Source: an optimization exercise on an open RTL-to-GDS flow (aim: small area, a short achievable clock period and few clock cycles per item). Production flows keep margins and buffers that such runs may drop. The RTL was checked by simulation tests, not by an equivalence proof against the original design. Power is estimated from default activity; no workload was simulated.

== the previous run ==
==> module axi_lite_dut, before the edit <==
module axi_lite_dut (
  input logic         clk,
  input logic         reset_n,
  input logic [31:0]  awaddr,
  input logic         awvalid,
  output logic        awready,
  input logic [31:0]  wdata,
  input logic         wvalid,
  output logic        wready,
  output logic        bvalid,
  input logic         bready,
  input logic [31:0]  araddr,
  input logic         arvalid,
  output logic        arready,
  output logic [31:0] rdata,
  output logic        rvalid,
  input logic         rready
);
  logic [7:0]  wb_a;
  logic [31:0] wb_d;
  logic        wb_av, wb_dv;
  logic [3:0]  bcnt;             
  logic        aw_in, w_in, commit, complete, b_take;
  logic        av_n, dv_n;
  logic [3:0]  bcnt_n;
  assign aw_in    = awvalid && awready;
  assign w_in     = wvalid && wready;
  assign commit   = wb_av && wb_dv;
  assign av_n     = aw_in || (wb_av && !commit);
  assign dv_n     = w_in  || (wb_dv && !commit);
  assign complete = av_n && dv_n;
  assign b_take   = bvalid && bready;
  assign bcnt_n   = bcnt + {3'b0, complete} - {3'b0, b_take};
  always_ff @(posedge clk or negedge reset_n) begin
    if (!reset_n) begin
      wb_av   <= 1'b0;
      wb_dv   <= 1'b0;
      bcnt    <= 4'd0;
      bvalid  <= 1'b0;
      awready <= 1'b0;
      wready  <= 1'b0;
    end else begin
      wb_av   <= av_n;
      wb_dv   <= dv_n;
      bcnt    <= bcnt_n;
      bvalid  <= bcnt_n != 4'd0;
      awready <= !(av_n && !dv_n) && bcnt_n < 4'd8;
      wready  <= !(dv_n && !av_n) && bcnt_n < 4'd8;
    end
  end
  logic [7:0]  a_n;
  logic [15:0] wh, wl;           
  assign a_n = aw_in ? awaddr[7:0] : wb_a;
  always_ff @(posedge clk) begin
    if (aw_in) wb_a <= awaddr[7:0];
    if (w_in)  wb_d <= wdata;
    for (int i = 0; i < 16; i++) begin
      wh[i] <= complete && a_n[7:4] == i[3:0];
      wl[i] <= a_n[3:0] == i[3:0];
    end
  end
  logic r_free;
  assign r_free  = !rvalid || rready;
  assign arready = r_free;
  always_ff @(posedge clk or negedge reset_n) begin
    if (!reset_n)
      rvalid <= 1'b0;
    else if (r_free)
      rvalid <= arvalid;
  end
  logic [15:0]  rh_n;            
  logic [255:0] we, nwe;         
  always_comb begin
    for (int i = 0; i < 16; i++)
      rh_n[i] = araddr[7:4] != i[3:0];
  end
  logic [255:0][31:0] mem;       
  logic [255:0][31:0] mem_n;     
  logic [15:0][31:0]  cand_n;    
  for (genvar h = 0; h < 16; h++) begin : g_grp
    for (genvar l = 0; l < 16; l++) begin : g_w
      localparam int W = 16 * h + l;
      dut_and2  u_we  (.a(wh[h]), .b(wl[l]), .y(we[W]));
      dut_nand2 u_nwe (.a(wh[h]), .b(wl[l]), .y(nwe[W]));
      dut_ao22  u_n   (.a({32{we[W]}}), .b(wb_d), .c({32{nwe[W]}}), .d(mem[W]), .y(mem_n[W]));
    end
    logic [1:0][31:0] o8;        
    logic [15:0]      rl;        
    dut_dec4  u_rl (.a(araddr[3:0]), .y(rl));
    dut_or8   u_r0 (.s(rl[7:0]),  .q(mem[16*h +: 8]),     .y(o8[0]));
    dut_or8   u_r1 (.s(rl[15:8]), .q(mem[16*h + 8 +: 8]), .y(o8[1]));
    dut_nor2w u_r2 (.a(o8[0]), .b(o8[1]), .y(cand_n[h]));
  end
  always_ff @(posedge clk)
    mem <= mem_n;
  logic [7:0][31:0] m1;          
  logic [3:0][31:0] m2;          
  logic [1:0][31:0] m3;          
  logic [31:0]      rword_n;     
  logic [31:0]      rnext;
  for (genvar i = 0; i < 8; i++) begin : g_m1
    dut_oai22 u (.a({32{rh_n[2*i]}}), .b(cand_n[2*i]), .c({32{rh_n[2*i+1]}}), .d(cand_n[2*i+1]), .y(m1[i]));
  end
  for (genvar i = 0; i < 4; i++) begin : g_m2
    dut_nor2w u (.a(m1[2*i]), .b(m1[2*i+1]), .y(m2[i]));
  end
  for (genvar i = 0; i < 2; i++) begin : g_m3
    dut_nand2w u (.a(m2[2*i]), .b(m2[2*i+1]), .y(m3[i]));
  end
  dut_nor2w u_m4 (.a(m3[0]), .b(m3[1]), .y(rword_n));
  dut_load u_ld (.s({32{r_free}}), .wn(rword_n), .q(rdata), .y(rnext));
  always_ff @(posedge clk)
    rdata <= rnext;
endmodule
==> module dut_dec4, before the edit <==
module dut_dec4 (input logic [3:0] a, output logic [15:0] y);
  always_comb
    for (int i = 0; i < 16; i++) y[i] = a == i[3:0];
endmodule
make LEC_CHECK=0 CAP_MARGIN=55 CORE_MARGIN=2 CORE_UTILIZATION=64 CTS_CLUSTER_DIAMETER=80 CTS_CLUSTER_SIZE=25 PLACE_DENSITY=0.74 SETUP_SLACK_MARGIN=2.0 SLEW_MARGIN=50 SYNTH_HIERARCHICAL=1 SYNTH_MEMORY_MAX_BITS=8192 TNS_END_PERCENT=10 finish   # period 4.5 ns
run.sh (not shown) runs the stock make flow with config.mk's settings and CLKGATE_MAP_FILE= SYNTH_SCRIPT=/design/flow/synth_recipe.tcl, a recipe that flattens the netlist after the stock synthesis.
Testbench counts of the previous run, summed over its fixed seeds: cycles 14,228, items 16,000.
Setup changes, the previous run to the current run
--- a/flow/design.v
+++ b/flow/design.v
@@ -66,30 +66,31 @@
     if (!reset_n)
       rvalid <= 1'b0;
     else if (r_free)
       rvalid <= arvalid;
   end
   logic [15:0]  rh_n;            
+  logic [15:0]  rl;              
   logic [255:0] we, nwe;         
   always_comb begin
-    for (int i = 0; i < 16; i++)
+    for (int i = 0; i < 16; i++) begin
       rh_n[i] = araddr[7:4] != i[3:0];
+      rl[i]   = araddr[3:0] == i[3:0];
+    end
   end
   logic [255:0][31:0] mem;       
   logic [255:0][31:0] mem_n;     
   logic [15:0][31:0]  cand_n;    
   for (genvar h = 0; h < 16; h++) begin : g_grp
     for (genvar l = 0; l < 16; l++) begin : g_w
       localparam int W = 16 * h + l;
       dut_and2  u_we  (.a(wh[h]), .b(wl[l]), .y(we[W]));
       dut_nand2 u_nwe (.a(wh[h]), .b(wl[l]), .y(nwe[W]));
       dut_ao22  u_n   (.a({32{we[W]}}), .b(wb_d), .c({32{nwe[W]}}), .d(mem[W]), .y(mem_n[W]));
     end
     logic [1:0][31:0] o8;        
-    logic [15:0]      rl;        
-    dut_dec4  u_rl (.a(araddr[3:0]), .y(rl));
     dut_or8   u_r0 (.s(rl[7:0]),  .q(mem[16*h +: 8]),     .y(o8[0]));
     dut_or8   u_r1 (.s(rl[15:8]), .q(mem[16*h + 8 +: 8]), .y(o8[1]));
     dut_nor2w u_r2 (.a(o8[0]), .b(o8[1]), .y(cand_n[h]));
   end
   always_ff @(posedge clk)
     mem <= mem_n;
@@ -127,16 +128,12 @@
 module dut_ao22 (input logic [31:0] a, b, c, d, output logic [31:0] y);
   assign y = (a & b) | (c & d);
 endmodule
 module dut_oai22 (input logic [31:0] a, b, c, d, output logic [31:0] y);
   assign y = ~((a | b) & (c | d));
 endmodule
-module dut_dec4 (input logic [3:0] a, output logic [15:0] y);
-  always_comb
-    for (int i = 0; i < 16; i++) y[i] = a == i[3:0];
-endmodule
 module dut_or8 (input logic [7:0] s, input logic [7:0][31:0] q, output logic [31:0] y);
   logic [3:0][31:0] p;
   for (genvar i = 0; i < 4; i++) begin : g_p
     assign p[i] = ~(({32{s[2*i]}} & q[2*i]) | ({32{s[2*i+1]}} & q[2*i+1]));
   end
   assign y = ~(p[0] & p[1] & p[2] & p[3]);
### Flow results
Number of well-tap cells placed went down by a few percent going from the previous run to the current run.
Lower met3 track utilization from global routing was reported by the previous run, not the current run.
Between the previous run and the current run, synthesized cell count decreased.
First-pass iteration count of the detailed router, the current run and the previous run: higher on the current run
The current run: share of power burned in the clock network higher than the previous run
The current run improves on the previous run in die area.
Sequential-to-total area share from yosys stat came out higher on the current run than on the previous run.
The current run against the previous run: final-layout fill cell count lower; ratio of total power to cell area shows no meaningful change; worst-case setup margin in the final layout now sits lower; clock network area share held steady; final design instance area without fill now larger.
Comparing the current run with the previous run, the sequential cell area in the final layout came out essentially unchanged.
Testbench counts of the current run, summed over its fixed seeds: cycles 14,228, items 16,000.

==> afterwards: timing with drivers on the ports <==
How much do the figures lean on ideal ports? The routed layouts below were timed once more, with nothing changed but the port constraints. Step 1, drivers: a clkbuf_16 drives clk and a buf_2 each remaining input, both assumed. Step 2, shift: input delay + t, output delay - t, t = (earliest + latest rising clock arrival at the registers) / 2. This alone moves slack from input paths to output paths. Slacks: no drivers / after step 1 / after step 2; pairs: no drivers / after step 1.
run	t, ns	setup slack, ns	worst setup path after step 2	slew at the worst register clock pin (ns)	pins driven straight from the clock port
the previous run	1.190	1.478 / 1.249 / 0.060	input to register	0.11 / 0.11	1
the current run	1.172	1.355 / 1.426 / 0.253	input to register	0.11 / 0.11	1
After both steps setup and hold are still met in every run listed. For the previous run, which loses most, drivers alone change the setup slack by -0.229 ns; drivers and shift together by -1.418 ns.
